What follows belongs to an exercise in optimizing a design on an open flow for small area, a short achievable clock period and few clock cycles; a production flow would make more cautious choices.

// median_fliter
module median_fliter(
  input                  clk,
  input                  rst,
  input               enable,
  input  [7:0]     RAM_IMG_Q,
  input  [7:0]     RAM_OUT_Q,
  output          RAM_IMG_OE,
  output          RAM_IMG_WE,
  output [15:0]    RAM_IMG_A,
  output [7:0]     RAM_IMG_D,
  output          RAM_OUT_OE,
  output          RAM_OUT_WE,
  output [15:0]    RAM_OUT_A,
  output [7:0]     RAM_OUT_D,
  output                done
);
==> module median_fliter, before the edit <==
module median_fliter(
  input                  clk,
  input                  rst,
  input               enable,
  input  [7:0]     RAM_IMG_Q,
  input  [7:0]     RAM_OUT_Q,
  output          RAM_IMG_OE,
  output          RAM_IMG_WE,
  output [15:0]    RAM_IMG_A,
  output [7:0]     RAM_IMG_D,
  output          RAM_OUT_OE,
  output          RAM_OUT_WE,
  output [15:0]    RAM_OUT_A,
  output [7:0]     RAM_OUT_D,
  output                done
);
  localparam LK = 3;             
  localparam K  = 1 << LK;       
  localparam L  = K + 2;         
  localparam [3:0] RI_LAST = L - 1;
  reg        running;    
  reg        first;      
  reg        flush;      
  reg  [7:0] rrow;       
  reg  [7:0] rcol;       
  reg  [3:0] ri;         
  reg        done_reg;
  reg  [4:0] vp;         
  wire       busy = |vp;
  wire start    = enable & ~running & ~busy;
  wire ri_last  = (ri == RI_LAST);
  wire row_pad  = ((ri == 4'd0) & (rrow == 8'd255)) | (ri_last & (rrow == 8'd0));
  always @(posedge clk, posedge rst) begin
    if (rst) begin
      running <= 1'b0;
      first   <= 1'b0;
      flush   <= 1'b0;
      rrow    <= 8'd0;
      rcol    <= 8'd0;
      ri      <= 4'd0;
    end else if (start) begin
      running <= 1'b1;
      first   <= 1'b1;
      flush   <= 1'b0;
      rrow    <= 8'd255;
      rcol    <= 8'd0;
      ri      <= 4'd0;
    end else if (running) begin
      if (!ri_last) begin
        ri   <= ri + 4'd1;
        rrow <= rrow + 8'd1;
      end else begin
        ri    <= 4'd0;
        first <= 1'b0;
        rcol  <= rcol + 8'd1;
        if (rcol == 8'd255) begin
          rrow <= rrow - 8'd1;
          if (rrow == 8'd0) flush <= 1'b1;    
        end else begin
          rrow <= rrow - RI_LAST;
        end
        if (flush) running <= 1'b0;
      end
    end
  end
  wire v0 = running & ~first & (ri >= 4'd2);    
  wire mn0 = (rcol == 8'd0);                    
  wire mo0 = (rcol == 8'd1);                    
  reg       pad1;
  reg [1:0] mn, mo;
  always @(posedge clk, posedge rst) begin
    if (rst) vp <= 5'd0;
    else     vp <= {vp[3:0], v0};
  end
  always @(posedge clk) begin
    pad1 <= row_pad;
    mn   <= {mn[0], mn0};
    mo   <= {mo[0], mo0};
  end
  reg [7:0] din;
  reg [7:0] dl [1:2*L];
  integer k;
  always @(posedge clk) begin
    din   <= RAM_IMG_Q & {8{~pad1}};
    dl[1] <= din;
    for (k = 2; k <= 2*L; k = k + 1) dl[k] <= dl[k-1];
  end
  wire [7:0] ta = dl[2*L] & {8{~mo[1]}};    
  wire [7:0] tb = dl[L];                    
  wire [7:0] tc = din & {8{~mn[1]}};        
  function gt8(input [7:0] a, input [7:0] b);
    integer i;
    reg g;
    begin
      g = 1'b0;
      for (i = 0; i < 8; i = i + 1)
        g = (a[i] & ~b[i]) | (~(a[i] ^ b[i]) & g);
      gt8 = g;
    end
  endfunction
  wire ab = gt8(ta, tb);
  wire bc = gt8(tb, tc);
  wire ac = gt8(ta, tc);
  wire [7:0] s_lo = (!ab && !ac) ? ta : (ab && !bc) ? tb : tc;
  wire [7:0] s_hi = (ab && ac) ? ta : (!ab && bc) ? tb : tc;
  wire [7:0] s_md = (ab ^ ac) ? ta : (ab ^ bc) ? tc : tb;
  reg [7:0] lo0, md0, hi0, lo1, md1, hi1, lo2, md2, hi2;
  always @(posedge clk) begin
    lo0 <= s_lo; md0 <= s_md; hi0 <= s_hi;
    lo1 <= lo0;  md1 <= md0;  hi1 <= hi0;
    lo2 <= lo1;  md2 <= md1;  hi2 <= hi1;
  end
  function [7:0] max3(input [7:0] a, input [7:0] b, input [7:0] c);
    reg [7:0] m;
    begin
      m = gt8(a, b) ? a : b;
      max3 = gt8(m, c) ? m : c;
    end
  endfunction
  function [7:0] min3(input [7:0] a, input [7:0] b, input [7:0] c);
    reg [7:0] m;
    begin
      m = gt8(b, a) ? a : b;
      min3 = gt8(c, m) ? m : c;
    end
  endfunction
  function [7:0] med3(input [7:0] a, input [7:0] b, input [7:0] c);
    reg x, y, z;
    begin
      x = gt8(a, b);
      y = gt8(b, c);
      z = gt8(a, c);
      med3 = (x ^ z) ? a : (x ^ y) ? c : b;
    end
  endfunction
  reg [7:0] mxlo, mdmd, mnhi, dout;
  always @(posedge clk) begin
    mxlo <= max3(lo0, lo1, lo2);
    mdmd <= med3(md0, md1, md2);
    mnhi <= min3(hi0, hi1, hi2);
    dout <= med3(mxlo, mdmd, mnhi);
  end
  wire we = vp[4];
  reg [15:0] wcnt;    
  always @(posedge clk, posedge rst) begin
    if (rst) begin
      wcnt     <= 16'd0;
      done_reg <= 1'b0;
    end else begin
      if (we) wcnt <= wcnt + 16'd1;
      if (start) done_reg <= 1'b0;
      else if (we && wcnt == 16'hffff) done_reg <= 1'b1;
    end
  end
  assign RAM_IMG_OE = running;
  assign RAM_IMG_WE = 1'b0;
  assign RAM_IMG_A  = {rrow, rcol};
  assign RAM_IMG_D  = 8'd0;
  assign RAM_OUT_OE = 1'b0;
  assign RAM_OUT_WE = we;
  assign RAM_OUT_A  = {wcnt[15:8+LK], wcnt[LK-1:0], wcnt[7+LK:LK]};
  assign RAM_OUT_D  = dout;
  assign done       = done_reg;
endmodule
clock: 10.0 ns
lec_check: 0
cap_margin: 20
core_margin: 2
core_utilization: 40
slew_margin: 20
run.sh (not shown) runs the stock make flow with config.mk's settings and CLKGATE_MAP_FILE= SYNTH_SCRIPT=/design/flow/synth_recipe.tcl, a recipe that flattens the netlist after the stock synthesis.
Next try:
--- a/flow/design.v
+++ b/flow/design.v
@@ -23,11 +23,11 @@
   reg        flush;      
   reg  [7:0] rrow;       
   reg  [7:0] rcol;       
   reg  [3:0] ri;         
   reg        done_reg;
-  reg  [4:0] vp;         
+  reg  [3:0] vp;         
   wire       busy = |vp;
   wire start    = enable & ~running & ~busy;
   wire ri_last  = (ri == RI_LAST);
   wire row_pad  = ((ri == 4'd0) & (rrow == 8'd255)) | (ri_last & (rrow == 8'd0));
   always @(posedge clk, posedge rst) begin
@@ -68,11 +68,11 @@
   wire mo0 = (rcol == 8'd1);                    
   reg       pad1;
   reg [1:0] mn, mo;
   always @(posedge clk, posedge rst) begin
     if (rst) vp <= 5'd0;
-    else     vp <= {vp[3:0], v0};
+    else     vp <= {vp[2:0], v0};
   end
   always @(posedge clk) begin
     pad1 <= row_pad;
     mn   <= {mn[0], mn0};
     mo   <= {mo[0], mo0};
@@ -131,18 +131,14 @@
       y = gt8(b, c);
       z = gt8(a, c);
       med3 = (x ^ z) ? a : (x ^ y) ? c : b;
     end
   endfunction
-  reg [7:0] mxlo, mdmd, mnhi, dout;
-  always @(posedge clk) begin
-    mxlo <= max3(lo0, lo1, lo2);
-    mdmd <= med3(md0, md1, md2);
-    mnhi <= min3(hi0, hi1, hi2);
-    dout <= med3(mxlo, mdmd, mnhi);
-  end
-  wire we = vp[4];
+  reg [7:0] dout;
+  always @(posedge clk)
+    dout <= med3(max3(lo0, lo1, lo2), med3(md0, md1, md2), min3(hi0, hi1, hi2));
+  wire we = vp[3];
   reg [15:0] wcnt;    
   always @(posedge clk, posedge rst) begin
     if (rst) begin
       wcnt     <= 16'd0;
       done_reg <= 1'b0;
Wire length is higher by 3.6%.
Fmax is lower by 41%.
Clock-buffer cell count is lower by 6.
Cell area is lower by 4.2%.
Global-route usage is higher by 1.2 points.
Hold slack is better by 0.0082 ns.
Final cell count is higher by 0.34%.
Clock skew is lower by 0.010 ns.
No run of this note included a check of the RTL's function; only the layout flow was run.

==> afterwards: timing with drivers on the ports <==
The results above use ideal ports. As a check the final layouts listed here were re-extracted and re-timed, cells and wires unchanged. Step 1: set_driving_cell puts a clkbuf_16 on clk and a buf_2 on each other input, an assumption about the parent block. Step 2 also shifts input and output timing later by t, the mid clock arrival at the registers, as if the neighbouring blocks saw the same clock. Three values: ideal ports, drivers, drivers and shift; two values: the first two.
run	t (ns)	slack for setup (ns)	worst register clock-pin slew, ns	cell pins on the clock port's net
the first run	0.548	6.089 / 6.041 / 6.206	0.06 / 0.06	1
the second run	0.593	3.406 / 3.406 / 3.406	0.07 / 0.07	1
After both steps every run listed still meets setup and hold.
